Source: an optimization exercise on an open RTL-to-GDS flow (aim: small area). Production flows keep margins and buffers that such runs may drop.
Function not checked in this run: the RTL went through the layout flow alone.
Power is estimated from default activity; no workload was simulated.

**flow/flow/run.sh**
```bash
#!/bin/bash
set -euo pipefail
export BUFFER_PORTS_ARGS="-buffer_cell sky130_fd_sc_hd__buf_1"
bash standard.sh > standard_flow.log 2>&1
```
**flow/standard.sh**
```bash
#!/bin/bash
# synth_recipe.tcl (not shown) runs the flow's synth.tcl, then flattens the netlist and writes it again
# the make line also repeats each setting of config.mk as NAME=value (left out here)
make -C /OpenROAD-flow-scripts/flow DESIGN_CONFIG=/design/flow/config.mk WORK_HOME=/design/flow/orfs CLKGATE_MAP_FILE= SYNTH_SCRIPT=/design/flow/synth_recipe.tcl "${@:-finish}"
```
**flow/config.mk**
```make
export PLATFORM = sky130hd
export DESIGN_NAME = flappy_core
export DESIGN_NICKNAME = flappy_core
export VERILOG_FILES = /design/flow/design.v
export SDC_FILE = /design/flow/constraint.sdc
export NUM_CORES = 4
export LEC_CHECK = 0
export CAP_MARGIN = 20
export CORE_MARGIN = 2
export CORE_UTILIZATION = 60
export CTS_BUF_LIST = sky130_fd_sc_hd__clkbuf_8
export SLEW_MARGIN = 20
```
**flow/constraint.sdc**
```tcl
create_clock -name core_clock -period 14.0 [get_ports {clk}]
set_input_delay 2.8000 -clock core_clock [delete_from_list [all_inputs] [get_ports {clk}]]
set_output_delay 2.8000 -clock core_clock [all_outputs]
set_load 0.01 [all_outputs]
```
**flow/design.v**
```verilog
`timescale 1ns / 1ps
module vga_640x480(
	input  wire       clk,
	input  wire       clr,
	output wire       hsync,
	output wire       vsync,
	output reg  [9:0] x,
	output reg  [9:0] y,
	output wire       xjump,
	output wire       vidon
);
	function [15:0] radd(input [15:0] a, input [15:0] b, input cin);
		integer i;
		reg c;
		begin
			c = cin;
			for (i = 0; i < 16; i = i + 1) begin
				radd[i] = a[i] ^ b[i] ^ c;
				c = (a[i] & b[i]) | (c & (a[i] ^ b[i]));
			end
		end
	endfunction
	reg vsenable;
	wire xend = (x == 10'd654);
	assign xjump = xend | (&x);
	wire [15:0] xinc = radd({6'd0, x}, 16'd0, 1'b1);
	wire [15:0] yinc = radd({6'd0, y}, 16'd0, 1'b1);
	always @(posedge clk) begin
		if (clr) begin
			x <= 10'd879;
			vsenable <= 1'b0;
		end else begin
			x <= xend ? 10'd879 : xinc[9:0];
			vsenable <= xend;
		end
	end
	always @(posedge clk) begin
		if (clr)
			y <= 10'd992;
		else if (vsenable)
			y <= (y == 10'd488) ? 10'd992 : yinc[9:0];
	end
	assign hsync = ~((x > 10'd654) && (x < 10'd975));
	assign vsync = ~(y[9:1] == 9'd496);
	assign vidon = (x < 10'd639) && (y < 10'd479);
endmodule
`timescale 1ns / 1ps
module vga_initials(
	input  wire        clk,
	input  wire        rst,
	input  wire        tick,
	input  wire        vidon,
	input  wire        xjump,
	input  wire [9:0]  x,
	input  wire [9:0]  y,
	input  wire [10:0] ax, bx, cx,
	input  wire [8:0]  at, bt, ct,
	input  wire [9:0]  bird,
	input  wire [7:0]  back_data,
	input  wire [7:0]  bird_data1,
	input  wire [7:0]  bird_data2,
	input  wire [7:0]  bird_data3,
	input  wire [7:0]  downtube_data1,
	input  wire [7:0]  downtube_data2,
	input  wire [7:0]  downtube_data3,
	input  wire [7:0]  uptube_data1,
	input  wire [7:0]  uptube_data2,
	input  wire [7:0]  uptube_data3,
	input  wire [7:0]  strip_data,
	input  wire [7:0]  num_data1,
	input  wire [7:0]  num_data2,
	input  wire [7:0]  num_data3,
	input  wire [3:0]  score1,
	input  wire [3:0]  score2,
	input  wire [3:0]  score3,
	input  wire [1:0]  state,
	input  wire [7:0]  startback_data,
	input  wire [7:0]  retback_data,
	output wire [10:0] startback_add,
	output wire [10:0] retback_add,
	output wire [10:0] num_add1,
	output wire [10:0] num_add2,
	output wire [10:0] num_add3,
	output wire [8:0]  strip_add,
	output wire [12:0] downtube_add1,
	output wire [12:0] downtube_add2,
	output wire [12:0] downtube_add3,
	output wire [12:0] uptube_add1,
	output wire [12:0] uptube_add2,
	output wire [12:0] uptube_add3,
	output wire [14:0] back_add,
	output wire [9:0]  bird_add,
	output reg  [2:0]  red,
	output reg  [2:0]  green,
	output reg  [1:0]  blue
);
	function [15:0] radd(input [15:0] a, input [15:0] b, input cin);
		integer i;
		reg c;
		begin
			c = cin;
			for (i = 0; i < 16; i = i + 1) begin
				radd[i] = a[i] ^ b[i] ^ c;
				c = (a[i] & b[i]) | (c & (a[i] ^ b[i]));
			end
		end
	endfunction
	reg [3:0] cnt;
	reg [3:0] m;
	function [3:0] mnext(input [3:0] mm, input j, input t);
		case ({mm, j, t})
			6'd0: mnext = 4'd1;
			6'd1: mnext = 4'd2;
			6'd2: mnext = 4'd9;
			6'd3: mnext = 4'd10;
			6'd4: mnext = 4'd2;
			6'd5: mnext = 4'd3;
			6'd6: mnext = 4'd10;
			6'd7: mnext = 4'd11;
			6'd8: mnext = 4'd3;
			6'd9: mnext = 4'd4;
			6'd10: mnext = 4'd11;
			6'd11: mnext = 4'd0;
			6'd12: mnext = 4'd4;
			6'd13: mnext = 4'd5;
			6'd14: mnext = 4'd0;
			6'd15: mnext = 4'd1;
			6'd16: mnext = 4'd5;
			6'd17: mnext = 4'd6;
			6'd18: mnext = 4'd1;
			6'd19: mnext = 4'd2;
			6'd20: mnext = 4'd6;
			6'd21: mnext = 4'd7;
			6'd22: mnext = 4'd2;
			6'd23: mnext = 4'd3;
			6'd24: mnext = 4'd7;
			6'd25: mnext = 4'd8;
			6'd26: mnext = 4'd3;
			6'd27: mnext = 4'd4;
			6'd28: mnext = 4'd8;
			6'd29: mnext = 4'd9;
			6'd30: mnext = 4'd4;
			6'd31: mnext = 4'd5;
			6'd32: mnext = 4'd9;
			6'd33: mnext = 4'd10;
			6'd34: mnext = 4'd5;
			6'd35: mnext = 4'd6;
			6'd36: mnext = 4'd10;
			6'd37: mnext = 4'd11;
			6'd38: mnext = 4'd6;
			6'd39: mnext = 4'd7;
			6'd40: mnext = 4'd11;
			6'd41: mnext = 4'd0;
			6'd42: mnext = 4'd7;
			6'd43: mnext = 4'd8;
			6'd44: mnext = 4'd0;
			6'd45: mnext = 4'd1;
			6'd46: mnext = 4'd8;
			6'd47: mnext = 4'd9;
			6'd48: mnext = 4'd1;
			6'd49: mnext = 4'd2;
			6'd50: mnext = 4'd9;
			6'd51: mnext = 4'd10;
			6'd52: mnext = 4'd2;
			6'd53: mnext = 4'd3;
			6'd54: mnext = 4'd10;
			6'd55: mnext = 4'd11;
			6'd56: mnext = 4'd3;
			6'd57: mnext = 4'd4;
			6'd58: mnext = 4'd11;
			6'd59: mnext = 4'd12;
			6'd60: mnext = 4'd4;
			6'd61: mnext = 4'd5;
			6'd62: mnext = 4'd12;
			6'd63: mnext = 4'd13;
			default: mnext = 4'd0;
		endcase
	endfunction
	always @(posedge clk) begin
		if (rst) begin
			cnt <= 4'd0;
			m <= 4'd3;
		end else begin
			if (tick)
				cnt <= {cnt[3] ^ (&cnt[2:0]), cnt[2] ^ (&cnt[1:0]), cnt[1] ^ cnt[0], ~cnt[0]};
			m <= mnext(m, xjump, tick);
		end
	end
	wire [15:0] y5 = radd({8'd0, y[9:2]}, {6'd0, y[9:2], 2'b0}, 1'b0);
	wire [15:0] bk = radd(y5, {13'd0, x[9:7]}, 1'b0);
	assign back_add = {bk[9:0], x[6:2]};
	wire [15:0] yb = radd({6'd0, y}, ~{6'd0, bird}, 1'b1);
	wire [15:0] ba1 = radd({6'd0, x}, {yb[14:0], 1'b0}, 1'b0);
	wire [15:0] ba2 = radd(ba1, {yb[10:0], 5'b0}, 1'b0);
	wire [15:0] ba3 = radd(ba2, 16'd632, 1'b0);
	assign bird_add = ba3[9:0];
	wire [15:0] da = radd({5'd0, ax}, ~{6'd0, x}, 1'b1);
	wire [15:0] db = radd({5'd0, bx}, ~{6'd0, x}, 1'b1);
	wire [15:0] dc = radd({5'd0, cx}, ~{6'd0, x}, 1'b1);
	wire [15:0] ea = radd({7'd0, at}, ~{6'd0, y}, 1'b1);
	wire [15:0] eb = radd({7'd0, bt}, ~{6'd0, y}, 1'b1);
	wire [15:0] ec = radd({7'd0, ct}, ~{6'd0, y}, 1'b1);
	function [25:0] tubeadd(input [15:0] d, input [15:0] e);
		reg [15:0] p, q, q3, t, pt, up, dn;
		begin
			p = {{6{d[11]}}, d[11:2]};
			q = {{7{e[10]}}, e[10:2]};
			q3 = radd(q, {q[14:0], 1'b0}, 1'b0);
			t = radd({q3[12:0], 3'b0}, q, 1'b0);
			dn = radd(p, t, 1'b0);
			pt = radd(p, ~t, 1'b1);
			up = radd(pt, (e[1:0] != 2'b00) ? -16'd650 : -16'd625, 1'b0);
			tubeadd = {dn[12:0], up[12:0]};
		end
	endfunction
	assign {downtube_add1, uptube_add1} = tubeadd(da, ea);
	assign {downtube_add2, uptube_add2} = tubeadd(db, eb);
	assign {downtube_add3, uptube_add3} = tubeadd(dc, ec);
	wire [15:0] nb1 = radd({7'd0, x[9:1]}, {6'd0, y[9:1], 1'b0}, 1'b0);
	wire [15:0] nb2 = radd(nb1, {5'd0, y[4:1], 7'd0}, 1'b0);
	function [10:0] nconst1(input [3:0] s, input x0, input y0);
		case ({s, x0, y0})
			6'd0: nconst1 = 11'd1228;
			6'd1: nconst1 = 11'd1358;
			6'd2: nconst1 = 11'd1229;
			6'd3: nconst1 = 11'd1359;
			6'd4: nconst1 = 11'd1241;
			6'd5: nconst1 = 11'd1371;
			6'd6: nconst1 = 11'd1242;
			6'd7: nconst1 = 11'd1372;
			6'd8: nconst1 = 11'd1254;
			6'd9: nconst1 = 11'd1384;
			6'd10: nconst1 = 11'd1255;
			6'd11: nconst1 = 11'd1385;
			6'd12: nconst1 = 11'd1267;
			6'd13: nconst1 = 11'd1397;
			6'd14: nconst1 = 11'd1268;
			6'd15: nconst1 = 11'd1398;
			6'd16: nconst1 = 11'd1280;
			6'd17: nconst1 = 11'd1410;
			6'd18: nconst1 = 11'd1281;
			6'd19: nconst1 = 11'd1411;
			6'd20: nconst1 = 11'd1293;
			6'd21: nconst1 = 11'd1423;
			6'd22: nconst1 = 11'd1294;
			6'd23: nconst1 = 11'd1424;
			6'd24: nconst1 = 11'd1306;
			6'd25: nconst1 = 11'd1436;
			6'd26: nconst1 = 11'd1307;
			6'd27: nconst1 = 11'd1437;
			6'd28: nconst1 = 11'd1319;
			6'd29: nconst1 = 11'd1449;
			6'd30: nconst1 = 11'd1320;
			6'd31: nconst1 = 11'd1450;
			6'd32: nconst1 = 11'd1332;
			6'd33: nconst1 = 11'd1462;
			6'd34: nconst1 = 11'd1333;
			6'd35: nconst1 = 11'd1463;
			6'd36: nconst1 = 11'd1345;
			6'd37: nconst1 = 11'd1475;
			6'd38: nconst1 = 11'd1346;
			6'd39: nconst1 = 11'd1476;
			6'd40: nconst1 = 11'd1358;
			6'd41: nconst1 = 11'd1488;
			6'd42: nconst1 = 11'd1359;
			6'd43: nconst1 = 11'd1489;
			6'd44: nconst1 = 11'd1371;
			6'd45: nconst1 = 11'd1501;
			6'd46: nconst1 = 11'd1372;
			6'd47: nconst1 = 11'd1502;
			6'd48: nconst1 = 11'd1384;
			6'd49: nconst1 = 11'd1514;
			6'd50: nconst1 = 11'd1385;
			6'd51: nconst1 = 11'd1515;
			6'd52: nconst1 = 11'd1397;
			6'd53: nconst1 = 11'd1527;
			6'd54: nconst1 = 11'd1398;
			6'd55: nconst1 = 11'd1528;
			6'd56: nconst1 = 11'd1410;
			6'd57: nconst1 = 11'd1540;
			6'd58: nconst1 = 11'd1411;
			6'd59: nconst1 = 11'd1541;
			6'd60: nconst1 = 11'd1423;
			6'd61: nconst1 = 11'd1553;
			6'd62: nconst1 = 11'd1424;
			6'd63: nconst1 = 11'd1554;
			default: nconst1 = 11'd0;
		endcase
	endfunction
	function [10:0] nconst2(input [3:0] s, input x0, input y0);
		case ({s, x0, y0})
			6'd0: nconst2 = 11'd1215;
			6'd1: nconst2 = 11'd1345;
			6'd2: nconst2 = 11'd1216;
			6'd3: nconst2 = 11'd1346;
			6'd4: nconst2 = 11'd1228;
			6'd5: nconst2 = 11'd1358;
			6'd6: nconst2 = 11'd1229;
			6'd7: nconst2 = 11'd1359;
			6'd8: nconst2 = 11'd1241;
			6'd9: nconst2 = 11'd1371;
			6'd10: nconst2 = 11'd1242;
			6'd11: nconst2 = 11'd1372;
			6'd12: nconst2 = 11'd1254;
			6'd13: nconst2 = 11'd1384;
			6'd14: nconst2 = 11'd1255;
			6'd15: nconst2 = 11'd1385;
			6'd16: nconst2 = 11'd1267;
			6'd17: nconst2 = 11'd1397;
			6'd18: nconst2 = 11'd1268;
			6'd19: nconst2 = 11'd1398;
			6'd20: nconst2 = 11'd1280;
			6'd21: nconst2 = 11'd1410;
			6'd22: nconst2 = 11'd1281;
			6'd23: nconst2 = 11'd1411;
			6'd24: nconst2 = 11'd1293;
			6'd25: nconst2 = 11'd1423;
			6'd26: nconst2 = 11'd1294;
			6'd27: nconst2 = 11'd1424;
			6'd28: nconst2 = 11'd1306;
			6'd29: nconst2 = 11'd1436;
			6'd30: nconst2 = 11'd1307;
			6'd31: nconst2 = 11'd1437;
			6'd32: nconst2 = 11'd1319;
			6'd33: nconst2 = 11'd1449;
			6'd34: nconst2 = 11'd1320;
			6'd35: nconst2 = 11'd1450;
			6'd36: nconst2 = 11'd1332;
			6'd37: nconst2 = 11'd1462;
			6'd38: nconst2 = 11'd1333;
			6'd39: nconst2 = 11'd1463;
			6'd40: nconst2 = 11'd1345;
			6'd41: nconst2 = 11'd1475;
			6'd42: nconst2 = 11'd1346;
			6'd43: nconst2 = 11'd1476;
			6'd44: nconst2 = 11'd1358;
			6'd45: nconst2 = 11'd1488;
			6'd46: nconst2 = 11'd1359;
			6'd47: nconst2 = 11'd1489;
			6'd48: nconst2 = 11'd1371;
			6'd49: nconst2 = 11'd1501;
			6'd50: nconst2 = 11'd1372;
			6'd51: nconst2 = 11'd1502;
			6'd52: nconst2 = 11'd1384;
			6'd53: nconst2 = 11'd1514;
			6'd54: nconst2 = 11'd1385;
			6'd55: nconst2 = 11'd1515;
			6'd56: nconst2 = 11'd1397;
			6'd57: nconst2 = 11'd1527;
			6'd58: nconst2 = 11'd1398;
			6'd59: nconst2 = 11'd1528;
			6'd60: nconst2 = 11'd1410;
			6'd61: nconst2 = 11'd1540;
			6'd62: nconst2 = 11'd1411;
			6'd63: nconst2 = 11'd1541;
			default: nconst2 = 11'd0;
		endcase
	endfunction
	function [10:0] nconst3(input [3:0] s, input x0, input y0);
		case ({s, x0, y0})
			6'd0: nconst3 = 11'd1202;
			6'd1: nconst3 = 11'd1332;
			6'd2: nconst3 = 11'd1203;
			6'd3: nconst3 = 11'd1333;
			6'd4: nconst3 = 11'd1215;
			6'd5: nconst3 = 11'd1345;
			6'd6: nconst3 = 11'd1216;
			6'd7: nconst3 = 11'd1346;
			6'd8: nconst3 = 11'd1228;
			6'd9: nconst3 = 11'd1358;
			6'd10: nconst3 = 11'd1229;
			6'd11: nconst3 = 11'd1359;
			6'd12: nconst3 = 11'd1241;
			6'd13: nconst3 = 11'd1371;
			6'd14: nconst3 = 11'd1242;
			6'd15: nconst3 = 11'd1372;
			6'd16: nconst3 = 11'd1254;
			6'd17: nconst3 = 11'd1384;
			6'd18: nconst3 = 11'd1255;
			6'd19: nconst3 = 11'd1385;
			6'd20: nconst3 = 11'd1267;
			6'd21: nconst3 = 11'd1397;
			6'd22: nconst3 = 11'd1268;
			6'd23: nconst3 = 11'd1398;
			6'd24: nconst3 = 11'd1280;
			6'd25: nconst3 = 11'd1410;
			6'd26: nconst3 = 11'd1281;
			6'd27: nconst3 = 11'd1411;
			6'd28: nconst3 = 11'd1293;
			6'd29: nconst3 = 11'd1423;
			6'd30: nconst3 = 11'd1294;
			6'd31: nconst3 = 11'd1424;
			6'd32: nconst3 = 11'd1306;
			6'd33: nconst3 = 11'd1436;
			6'd34: nconst3 = 11'd1307;
			6'd35: nconst3 = 11'd1437;
			6'd36: nconst3 = 11'd1319;
			6'd37: nconst3 = 11'd1449;
			6'd38: nconst3 = 11'd1320;
			6'd39: nconst3 = 11'd1450;
			6'd40: nconst3 = 11'd1332;
			6'd41: nconst3 = 11'd1462;
			6'd42: nconst3 = 11'd1333;
			6'd43: nconst3 = 11'd1463;
			6'd44: nconst3 = 11'd1345;
			6'd45: nconst3 = 11'd1475;
			6'd46: nconst3 = 11'd1346;
			6'd47: nconst3 = 11'd1476;
			6'd48: nconst3 = 11'd1358;
			6'd49: nconst3 = 11'd1488;
			6'd50: nconst3 = 11'd1359;
			6'd51: nconst3 = 11'd1489;
			6'd52: nconst3 = 11'd1371;
			6'd53: nconst3 = 11'd1501;
			6'd54: nconst3 = 11'd1372;
			6'd55: nconst3 = 11'd1502;
			6'd56: nconst3 = 11'd1384;
			6'd57: nconst3 = 11'd1514;
			6'd58: nconst3 = 11'd1385;
			6'd59: nconst3 = 11'd1515;
			6'd60: nconst3 = 11'd1397;
			6'd61: nconst3 = 11'd1527;
			6'd62: nconst3 = 11'd1398;
			6'd63: nconst3 = 11'd1528;
			default: nconst3 = 11'd0;
		endcase
	endfunction
	wire [15:0] na1 = radd(nb2, {5'd0, nconst1(score1, x[0], y[0])}, 1'b0);
	wire [15:0] na2 = radd(nb2, {5'd0, nconst2(score2, x[0], y[0])}, 1'b0);
	wire [15:0] na3 = radd(nb2, {5'd0, nconst3(score3, x[0], y[0])}, 1'b0);
	assign num_add1 = na1[10:0];
	assign num_add2 = na2[10:0];
	assign num_add3 = na3[10:0];
	wire [15:0] y3 = radd({6'd0, y}, {5'd0, y, 1'b0}, 1'b0);
	reg [6:0] s55;    
	always @(*) begin
		case (m[3:2])
			2'd0: s55 = 7'd55;
			2'd1: s55 = 7'd56;
			2'd2: s55 = 7'd57;
			default: s55 = 7'd58;
		endcase
	end
	wire [15:0] st = radd(y3, {9'd0, s55}, 1'b0);
	assign strip_add = {st[6:0], m[1:0]};
	wire [15:0] r1 = radd(y3, {8'd0, y[3:0], 4'd0}, 1'b0);       
	wire [15:0] r2 = radd(r1, {9'd0, x[9:3]}, 1'b0);
	wire [15:0] r3 = radd(r2, 16'd18, 1'b0);
	assign retback_add = {r3[7:0], x[2:0]};
	wire [15:0] s1 = radd(r3, {8'd0, y[7:0]}, 1'b0);
	wire [15:0] s2 = radd(s1, 16'd16, 1'b0);
	assign startback_add = {s2[7:0], x[2:0]};
	wire in_bird = (x > 10'd150) && (x < 10'd184) &&
	               (yb[10] || yb[9:0] == 10'd0) && (!yb[10] || yb[9:0] >= 10'd1001);
	wire nrow = (y > 10'd40) && (y <= 10'd70);
	wire n1 = (num_data1 != 8'hFF) && (x > 10'd274) && (x <= 10'd300) && nrow && (score1 != 4'd0);
	wire n2 = (num_data2 != 8'hFF) && (x > 10'd300) && (x <= 10'd326) && nrow && ((score2 != 4'd0) || (score1 != 4'd0));
	wire n3 = (num_data3 != 8'hFF) && (x > 10'd326) && (x <= 10'd352) && nrow;
	wire capt = (x > 10'd240) && (y >= 10'd240) && (y < 10'd251);
	wire in_a = !da[11] && (da[10:0] < 11'd100);
	wire in_b = !db[11] && (db[10:0] < 11'd100);
	wire in_c = !dc[11] && (dc[10:0] < 11'd100);
	wire dn_a = !ea[10], up_a = ea[10] && (ea[10:0] <= 11'd1948);
	wire dn_b = !eb[10], up_b = eb[10] && (eb[10:0] <= 11'd1948);
	wire dn_c = !ec[10], up_c = ec[10] && (ec[10:0] <= 11'd1948);
	wire nf_b1 = ~&bird_data1, nf_b2 = ~&bird_data2, nf_b3 = ~&bird_data3;
	wire nf_d1 = ~&downtube_data1, nf_d2 = ~&downtube_data2, nf_d3 = ~&downtube_data3;
	wire nf_u1 = ~&uptube_data1, nf_u2 = ~&uptube_data2, nf_u3 = ~&uptube_data3;
	wire nf_sb = ~&startback_data, nf_rb = ~&retback_data;
	wire play = ~state[1];                      
	wire ystrip = (y > 10'd450);
	wire sel_strip = vidon & ystrip;
	wire q1 = vidon & ~ystrip;
	wire sel_sb = q1 & play & (state == 2'd0) & capt & (x < 10'd400) & nf_sb;
	wire q2 = q1 & play & ~sel_sb;
	wire birdz = q2 & in_bird;
	wire f1 = (cnt[3:2] == 2'b00) | (cnt[3:2] == 2'b11);
	wire f2 = (cnt[3:2] == 2'b01);
	wire f3 = (cnt[3:2] == 2'b10);
	wire sel_b1 = birdz & f1 & nf_b1;
	wire sel_b2 = birdz & f2 & nf_b2;
	wire sel_b3 = birdz & f3 & nf_b3;
	wire nr = (q2 & ~in_bird) | (q1 & ~play);
	wire sel_n1 = nr & n1;
	wire sel_n2 = nr & ~n1 & n2;
	wire sel_n3 = nr & ~n1 & ~n2 & n3;
	wire q4 = nr & ~n1 & ~n2 & ~n3;
	wire ta = q4 & play & in_a;
	wire tb = q4 & play & ~in_a & in_b;
	wire tc = q4 & play & ~in_a & ~in_b & in_c;
	wire sel_d1 = ta & dn_a & nf_d1;
	wire sel_u1 = ta & ~(dn_a & nf_d1) & up_a & nf_u1;
	wire sel_d2 = tb & dn_b & nf_d2;
	wire sel_u2 = tb & ~(dn_b & nf_d2) & up_b & nf_u2;
	wire sel_d3 = tc & dn_c & nf_d3;
	wire sel_u3 = tc & ~(dn_c & nf_d3) & up_c & nf_u3;
	wire sel_rb = q4 & ~play & capt & (x < 10'd392) & nf_rb;
	wire sel_back = vidon & ~(sel_strip | sel_sb | sel_b1 | sel_b2 | sel_b3 |
	                          sel_n1 | sel_n2 | sel_n3 | sel_d1 | sel_u1 |
	                          sel_d2 | sel_u2 | sel_d3 | sel_u3 | sel_rb);
	wire [7:0] pix = ({8{sel_strip}} & strip_data) | ({8{sel_sb}} & startback_data) |
	                 ({8{sel_b1}} & bird_data1) | ({8{sel_b2}} & bird_data2) |
	                 ({8{sel_b3}} & bird_data3) | ({8{sel_n1}} & num_data1) |
	                 ({8{sel_n2}} & num_data2) | ({8{sel_n3}} & num_data3) |
	                 ({8{sel_d1}} & downtube_data1) | ({8{sel_u1}} & uptube_data1) |
	                 ({8{sel_d2}} & downtube_data2) | ({8{sel_u2}} & uptube_data2) |
	                 ({8{sel_d3}} & downtube_data3) | ({8{sel_u3}} & uptube_data3) |
	                 ({8{sel_rb}} & retback_data) | ({8{sel_back}} & back_data);
	always @(*) {red, green, blue} = pix;
endmodule
`timescale 1ns / 1ps
module randomgenerator(
	input  wire       clk,
	input  wire       rst,
	input  wire       fly,
	output reg  [8:0] num
);
	function [15:0] radd(input [15:0] a, input [15:0] b, input cin);
		integer i;
		reg c;
		begin
			c = cin;
			for (i = 0; i < 16; i = i + 1) begin
				radd[i] = a[i] ^ b[i] ^ c;
				c = (a[i] & b[i]) | (c & (a[i] ^ b[i]));
			end
		end
	endfunction
	wire [15:0] dn = radd({7'd0, num}, -16'd24, 1'b0);
	wire [15:0] up = radd({7'd0, num}, 16'd325, 1'b0);
	wire [15:0] inc = radd({7'd0, num}, 16'd0, 1'b1);
	always @(posedge clk) begin
		if (rst)
			num <= 9'd0;
		else if (fly)
			num <= (num >= 9'd24) ? dn[8:0] : up[8:0];
		else
			num <= (num == 9'd348) ? 9'd0 : inc[8:0];
	end
endmodule
`timescale 1ns / 1ps
module objects(
	input  wire        clk,
	input  wire        rst,
	input  wire        clk10ms,
	input  wire [8:0]  num,
	input  wire        fly,
	input  wire        start,
	input  wire        ret,
	output reg  [10:0] ax, bx, cx,
	output reg  [8:0]  at, bt, ct,
	output reg  [9:0]  bird,
	output reg         plusone,
	output reg         clr,
	output reg  [1:0]  state
);
	function [15:0] radd(input [15:0] a, input [15:0] b, input cin);
		integer i;
		reg c;
		begin
			c = cin;
			for (i = 0; i < 16; i = i + 1) begin
				radd[i] = a[i] ^ b[i] ^ c;
				c = (a[i] & b[i]) | (c & (a[i] ^ b[i]));
			end
		end
	endfunction
	function hit(input [10:0] tx, input [8:0] tt, input [9:0] b);
		reg [15:0] d;
		begin
			d = radd({6'd0, b}, ~{7'd0, tt}, 1'b1);
			hit = (tx <= 11'd282) && (tx >= 11'd151) &&
			      (d[10] || (d[9:0] <= 10'd24) || (d[9:0] >= 10'd100));
		end
	endfunction
	reg [12:0] speed;
	reg tf, sf, rf;
	reg af, bf;
	wire [15:0] adec = radd({5'd0, ax}, 16'hFFFF, 1'b0);
	wire [15:0] bdec = radd({5'd0, bx}, 16'hFFFF, 1'b0);
	wire [15:0] cdec = radd({5'd0, cx}, 16'hFFFF, 1'b0);
	wire [15:0] sinc = radd({3'd0, speed}, 16'd0, 1'b1);
	wire [15:0] bnew = radd({6'd0, bird}, {6'd0, speed[12:3]}, 1'b0);
	always @(posedge clk) begin
		if (rst) begin
			speed <= 13'd0;
			ax <= 11'd740; bx <= 11'd1010; cx <= 11'd1280;
			af <= 1'b0; bf <= 1'b0;
			at <= 9'd220; bt <= 9'd330; ct <= 9'd210;
			bird <= 10'd250;
			plusone <= 1'b0;
			state <= 2'd0;
			tf <= 1'b0; sf <= 1'b0; rf <= 1'b0;
			clr <= 1'b0;
		end else begin
			tf <= clk10ms; sf <= start; rf <= ret;
			if (start && !sf && state == 2'd0)
				state <= 2'd1;
			else if (ret && !rf && state == 2'd2)
				state <= 2'd0;
			else if (state == 2'd0) begin
				speed <= 13'd0;
				ax <= 11'd740; bx <= 11'd1010; cx <= 11'd1280;
				af <= 1'b0; bf <= 1'b0;
				at <= 9'd220; bt <= 9'd330; ct <= 9'd210;
				bird <= 10'd250;
				plusone <= 1'b0;
				clr <= 1'b1;
			end else begin
				clr <= 1'b0;
				if (state == 2'd1 && clk10ms && !tf) begin
					speed <= fly ? -13'd15 : sinc[12:0];
					if (ax == 11'd0) begin
						ax <= af ? 11'd812 : 11'd810; af <= 1'b1; at <= num;
					end else
						ax <= adec[10:0];
					if (bx == 11'd0) begin
						bx <= bf ? 11'd812 : 11'd811; bf <= 1'b1; bt <= num;
					end else
						bx <= bdec[10:0];
					if (cx == 11'd0) begin
						cx <= 11'd812; ct <= num;
					end else
						cx <= cdec[10:0];
					bird <= bnew[9:0];
					plusone <= (ax == 11'd201) || (bx == 11'd201) || (cx == 11'd201);
					if (hit(ax, at, bird) || hit(bx, bt, bird) || hit(cx, ct, bird) || bird > 10'd450)
						state <= 2'd2;
				end
			end
		end
	end
endmodule
`timescale 1ns / 1ps
module scorecnt(
	input  wire       clk,
	input  wire       rst,
	input  wire       plusone,
	input  wire       reset,
	output reg  [3:0] s0, s1, s2,
	output reg  [3:0] h0, h1, h2
);
	function ltu(input [11:0] a, input [11:0] b);
		integer i;
		reg r;
		begin
			r = 1'b0;
			for (i = 0; i < 12; i = i + 1)
				r = (~a[i] & b[i]) | (~(a[i] ^ b[i]) & r);
			ltu = r;
		end
	endfunction
	function [3:0] inc4(input [3:0] d);
		inc4 = {d[3] ^ (d[2] & d[1] & d[0]), d[2] ^ (d[1] & d[0]), d[1] ^ d[0], ~d[0]};
	endfunction
	reg fp;
	wire inc = plusone & ~fp;
	wire wrap = (s2 == 4'd10) && (s1 == 4'd2) && (s0 == 4'd3);
	wire c0 = (s0 == 4'd9);
	wire c1 = (s1 == 4'd9);
	always @(posedge clk) begin
		if (rst) begin
			fp <= 1'b0;
			{s2, s1, s0} <= 12'd0;
			{h2, h1, h0} <= 12'd0;
		end else begin
			fp <= plusone;
			if (reset || (inc && wrap))
				{s2, s1, s0} <= 12'd0;
			else begin
				if (inc) begin
					s0 <= c0 ? 4'd0 : inc4(s0);
					if (c0) begin
						s1 <= c1 ? 4'd0 : inc4(s1);
						if (c1)
							s2 <= inc4(s2);
					end
				end
			end
			if (!reset && ltu({h2, h1, h0}, {s2, s1, s0}))
				{h2, h1, h0} <= {s2, s1, s0};
		end
	end
endmodule
`timescale 1ns / 1ps
module flappy_core(
	input  wire        clk,
	input  wire        rst,
	input  wire        tick,
	input  wire        fly,
	input  wire        start,
	input  wire        ret,
	input  wire        rnd_btn,
	input  wire [7:0]  back_data,
	input  wire [7:0]  bird_data1,
	input  wire [7:0]  bird_data2,
	input  wire [7:0]  bird_data3,
	input  wire [7:0]  downtube_data1,
	input  wire [7:0]  downtube_data2,
	input  wire [7:0]  downtube_data3,
	input  wire [7:0]  uptube_data1,
	input  wire [7:0]  uptube_data2,
	input  wire [7:0]  uptube_data3,
	input  wire [7:0]  strip_data,
	input  wire [7:0]  num_data1,
	input  wire [7:0]  num_data2,
	input  wire [7:0]  num_data3,
	input  wire [7:0]  startback_data,
	input  wire [7:0]  retback_data,
	output wire        hsync,
	output wire        vsync,
	output wire [2:0]  red,
	output wire [2:0]  green,
	output wire [1:0]  blue,
	output wire [14:0] back_add,
	output wire [9:0]  bird_add,
	output wire [12:0] downtube_add1,
	output wire [12:0] downtube_add2,
	output wire [12:0] downtube_add3,
	output wire [12:0] uptube_add1,
	output wire [12:0] uptube_add2,
	output wire [12:0] uptube_add3,
	output wire [8:0]  strip_add,
	output wire [10:0] num_add1,
	output wire [10:0] num_add2,
	output wire [10:0] num_add3,
	output wire [10:0] startback_add,
	output wire [10:0] retback_add,
	output wire [1:0]  game_state,
	output wire [9:0]  bird_y,
	output wire [12:0] tube_x1,
	output wire [12:0] tube_x2,
	output wire [12:0] tube_x3,
	output wire [9:0]  tube_top1,
	output wire [9:0]  tube_top2,
	output wire [9:0]  tube_top3,
	output wire [3:0]  score_d0,
	output wire [3:0]  score_d1,
	output wire [3:0]  score_d2,
	output wire [3:0]  high_score_d0,
	output wire [3:0]  high_score_d1,
	output wire [3:0]  high_score_d2
);
	wire vidon, xjump;
	wire [9:0] x, y;
	wire [8:0] num;
	wire [10:0] ax, bx, cx;
	wire [8:0] at, bt, ct;
	wire [9:0] bird;
	wire [3:0] s0, s1, s2, h0, h1, h2;
	wire plusone;
	wire clr2;
	wire [1:0] state;
	vga_640x480 U2 (.clk(clk), .clr(rst), .hsync(hsync), .vsync(vsync), .x(x), .y(y), .xjump(xjump), .vidon(vidon));
	vga_initials U3 (.clk(clk), .rst(rst), .tick(tick), .vidon(vidon), .xjump(xjump), .x(x), .y(y),
		.ax(ax), .bx(bx), .cx(cx), .at(at), .bt(bt), .ct(ct), .bird(bird),
		.back_data(back_data), .back_add(back_add), .red(red), .green(green), .blue(blue),
		.bird_add(bird_add), .bird_data1(bird_data1), .bird_data2(bird_data2), .bird_data3(bird_data3),
		.downtube_add1(downtube_add1), .downtube_data1(downtube_data1),
		.uptube_data1(uptube_data1), .uptube_add1(uptube_add1),
		.downtube_add2(downtube_add2), .downtube_data2(downtube_data2),
		.uptube_data2(uptube_data2), .uptube_add2(uptube_add2),
		.downtube_add3(downtube_add3), .downtube_data3(downtube_data3),
		.uptube_data3(uptube_data3), .uptube_add3(uptube_add3),
		.strip_data(strip_data), .strip_add(strip_add),
		.num_add1(num_add1), .num_add2(num_add2), .num_add3(num_add3),
		.num_data1(num_data1), .num_data2(num_data2), .num_data3(num_data3),
		.score1(s2), .score2(s1), .score3(s0), .state(state),
		.startback_add(startback_add), .startback_data(startback_data),
		.retback_add(retback_add), .retback_data(retback_data));
	randomgenerator U4 (.clk(clk), .rst(rst), .fly(rnd_btn), .num(num));
	objects U5 (.clk(clk), .rst(rst), .clk10ms(tick), .num(num), .fly(fly), .ax(ax), .bx(bx), .cx(cx),
		.at(at), .bt(bt), .ct(ct), .bird(bird), .plusone(plusone),
		.start(start), .ret(ret), .clr(clr2), .state(state));
	scorecnt U20 (.clk(clk), .rst(rst), .plusone(plusone), .reset(clr2),
		.s0(s0), .s1(s1), .s2(s2), .h0(h0), .h1(h1), .h2(h2));
	assign game_state = state;
	assign bird_y     = bird;
	assign tube_x1    = {2'b0, ax};
	assign tube_x2    = {2'b0, bx};
	assign tube_x3    = {2'b0, cx};
	assign tube_top1  = {1'b0, at};
	assign tube_top2  = {1'b0, bt};
	assign tube_top3  = {1'b0, ct};
	assign score_d0   = s0;
	assign score_d1   = s1;
	assign score_d2   = s2;
	assign high_score_d0 = h0;
	assign high_score_d1 = h1;
	assign high_score_d2 = h2;
endmodule
```
==> results_dict.tcl <==
set metrics [dict create \
    rsz0062_at_grt "false" \
    synth_compound_area_share_pct 12.2 \
    drt-total-wl_um 71600 \
    hold_path.class "register to register" \
    critPathArrivalTime_ns 9.29 \
    gr-total-overflow 0 \
    synth-seq-cells 155 \
    irDropWorstVdd_v 0.000406 \
    final_util_pct 67.4 \
    h-tree-depth 4 \
    worstSetupPathType "register to output pin" \
    outcome "complete, no violations" \
    fmax_mhz 82.7 \
    first_global_vias 18192 \
    rows 67 \
    yosys-mux-area-fraction_pct 1.40 \
    drive_gt1_share_pct 3.00 \
    finClkSkew_ns 0.0233 \
    synth_area_leaders "fa_1 28%, ha_1 16%, dfxtp_1 15%, inv_1 7.7%, nand2_1 2.7%" \
    wl_per_cell_um 23.5 \
    cts_setup_buffers 0 \
    cpLargestDelayFamily "adder cells" \
    cp_num_buf_inv 4 \
    cts_resized 0 \
    crit_path_start_kind "register" \
    fin_cells 3046 \
    synth_seq_area_share_pct 15.4 \
    synth_fa_ha_area_share_pct 44.4 \
    period_needed_ns 12.09 \
    yosys.area_share.simple_pct 13.6 \
    rrSetupSlack_ns 9.14 \
    synth_edf_count 0 \
    cp-end-kind "output pin" \
    power_density_mw_per_mm2 148 \
    clk_path_buf_depth 2 \
    cts_sinks 155 \
    path_cells "inv_1 -> fa_1 -> fa_1 -> fa_1 -> fa_1 -> fa_1 -> fa_1 -> fa_1 -> inv_1 -> fa_1 -> fa_1 -> fa_1 -> fa_1 -> fa_1 -> inv_1 -> fa_1 -> fa_1 -> fa_1 -> ha_1 -> xor2_1 -> xnor2_1 -> buf_1" \
    whs_path_depth 2 \
    hold_start "U5.speed[1]" \
    fp.coreArea_mm2 0.0333 \
    grt_start_max_net_pins 49 \
    finalSetupTns_ns 0 \
    initial_core_util_pct 60.6 \
    preCtsSetupSlack_ns 2.53 \
    intPower_mw 1.51 \
    dr.pass1.iters 5 \
    syn_area_per_cell_um2 9.10 \
    die_w_um 187 \
    synth_top_area_share_pct 28.4 \
    vias 18361 \
    syn_area_mm2 0.0202 \
    drv_slew 0 \
    synth.distinct_cells 76 \
    antenna_left 0 \
    reg2reg_from "U5.bird[0]" \
    p_leak_nw 10.1 \
    rr_worst_depth 19 \
    yosys_warnings 5 \
    path_common_cell "fa_1" \
    die_area_mm2 0.0351 \
    setup_ws_ns 1.91 \
    synthCells 2216 \
    drv.max_cap_violation_count 0 \
    ys.flop_type "dfxtp_1" \
    multi_input_area_mm2 0.0151 \
    dp_hpwl_um 59700 \
    worstMarginPinSlew_ns 1.11 \
    vias_per_cell 6.03 \
    relSlewSlack_pct 25.3 \
    p_sw_mw 1.81 \
    synth_top_family_by_area "adder cells" \
    antenna_found_initial 0 \
    drcViolationCount 0 \
    crit_slowest_cell "dfxtp_1" \
    fin_nets 3265 \
    postCtsHoldBufs 0 \
    syn2layout_area_growth_pct 11.2 \
    port_buffers 407 \
    n_fill_cell 2809 \
    holdPathEnd "U5.speed[1]" \
    grt_usage_pct 40.7 \
    synth_area_leader_cell "fa_1" \
    cts.clk_slew.worst_paths_ns 0.10 \
    clkPwrFrac_pct 11.0 \
    cts_buffers 17 \
    clk_latency_ns 0.52 \
    cp_slowest_stage_delay_ns 0.63 \
    finalSetupViolCount 0 \
    period_share_pct 86.3 \
    register_area_mm2 0.00310 \
    p_sw_share_pct 54.5 \
    place_inst 3014 \
    n_antenna_cell 0 \
    async_reset_ff_share_pct 0 \
    crit_fanout 12 \
    ios 417 \
    dieHeight_um 187 \
    worstPathRequired_ns 11.20 \
    cts_root_buf "clkbuf_8" \
    seq_power_share_pct 16.5 \
    p_comb_share_pct 72.5 \
    hold_viol_final 0 \
    drt-initial-drc-count 1880 \
    r2r-end "U5.state[0]" \
    synth-xor-area-share_pct 3.00 \
    cts_tree "built" \
    grt_pass1_wl_um 108000 \
    gp_congestion 1.02 \
]
sequential cells by signal, summed over array words and instances (netlist names), 4 cells and up:
register and cells:
U4.num 9, U5.speed 13, U20.s0 4, U20.s1 4, U20.h0 4, U5.at 9
U5.bird 10, U20.h1 4, U5.ax 11, U5.ct 9, U2.y 10, U20.h2 4
U3.m 4, U5.bt 9, U5.cx 11, U2.x 10, U20.s2 4, U3.cnt 4
U5.bx 11
placed cells by master (no fill, tap or decap), types with 39 or more instances in the layout:
cell,instances
a21oi_1,82
buf_1,406
dfxtp_1,155
fa_1,286
ha_1,259
inv_1,415
nand2_1,143
nand3_1,61
nand4_1,56
nor2_1,129
o211ai_1,39
o21ai_0,75
xnor2_1,52
power groups by stage:
stage | clock network (mW) | registers, mW | logic (mW)
finish | 0.364 | 0.546 | 2.40
global route | 0.378 | 0.549 | 2.61
CTS | 0.363 | 0.542 | 2.40
detailed placement | 0 | 0.552 | 2.38
global placement | 0 | 0.551 | 2.31
floorplan | 0 | 0.530 | 1.49
through the flow:
stage | cell area [um^2] | hold WS (ns) | total power [mW]
after floorplan | 20200 | 0.436 | 2.02
after global placement | 22000 | 0.444 | 2.87
after detailed placement | 22000 | 0.453 | 2.94
after CTS | 22400 | 0.467 | 3.30
after global routing | 22400 | 0.502 | 3.54
final | 22400 | 0.463 | 3.31
kinds of logic (layout without fill, tap and decap cells):
kind of cell	count (synthesis)	in the layout
xor gates and xnor gates	69	69
AOI/OAI and AO/OA	365	365
buffers and inverters	507	881
and+or+nand+nor	546	546
other	1	9
adders and majority gates	545	545
DFF	155	155
muxes	28	28
routing by layer:
layer	vias to the layer above	global-route usage, %	wire (um)
met1	9024	53.4	28300
met4	0	19.5	3650
met2	1075	66.0	33200
met3	176	6.55	6460
met5	-	0	0
li1	8086	-	-
synth_stat cells, drive strengths merged, types with 11 or more instances:
library cell    n
a21boi         11
o21ai          79
dfxtp         155
fa            286
or3            14
nand4          56
o211ai         39
clkbuf         52
inv           416
nor4           11
a21oi          82
mux2i          27
xnor2          52
nand2b         15
a22oi          21
and3           15
nor2          130
buf            39
nor3           38
nand3          61
a211o          12
a22o           14
ha            259
xor2           17
nand2         143
worst reg2reg max path, delay by kind of cell (launching register included):
family                     cells  cell delay [ns]
AOI/OAI and AO/OA              2             0.40
adders and majority gates      9             3.05
and+or+nand+nor                3             0.39
buffers and inverters          5             0.50
DFF                            1             0.42
final cells by class:
cell class                      count  share of cell area [%]
Multi-Input combinational cell   1562                    67.3
Sequential cell                   155                    13.8
Timing Repair Buffer              433                    7.69
Inverter                          416                    6.96
Tap cell                          448                    2.50
Clock buffer                       17                    1.04
Clock inverter                     15                   0.681
how the worst max path moves through the flow:
stage | from | end | slack (ns) | cells past startpoint
global placement | U2.y[1] | uptube_add2[12] | 2.70 | 22
CTS | U2.y[1] | uptube_add2[12] | 1.97 | 22
global route | U2.y[1] | uptube_add2[12] | 1.61 | 22
finish | U2.y[1] | uptube_add2[12] | 1.91 | 22
detailed placement | U2.y[1] | uptube_add2[12] | 2.53 | 22
floorplan | U2.y[1] | uptube_add2[12] | 3.45 | 21

re-timing with driven ports:
The results above use ideal ports. As a check the final layout listed here was re-extracted and re-timed, cells and wires unchanged. Step 1 assumes that a clkbuf_16 drives the clock port and a buf_2 every other input. Step 2, shift: input delay + t, output delay - t, t = (earliest + latest rising clock arrival at the registers) / 2. This alone moves slack from input paths to output paths. Three values: ideal, step 1, step 2; two values: the first two.
t (ns): 0.561
setup slack, ns: 1.915 / 1.860 / 2.422
worst hold slack (ns): 0.463 / 0.463 / 0.463
worst setup path after step 2: register to output
latest minus earliest clock arrival (ns): 0.024 / 0.025
After both steps this run still meets setup and hold. For this run, drivers alone change the setup slack by -0.055 ns; drivers and shift together by +0.507 ns.
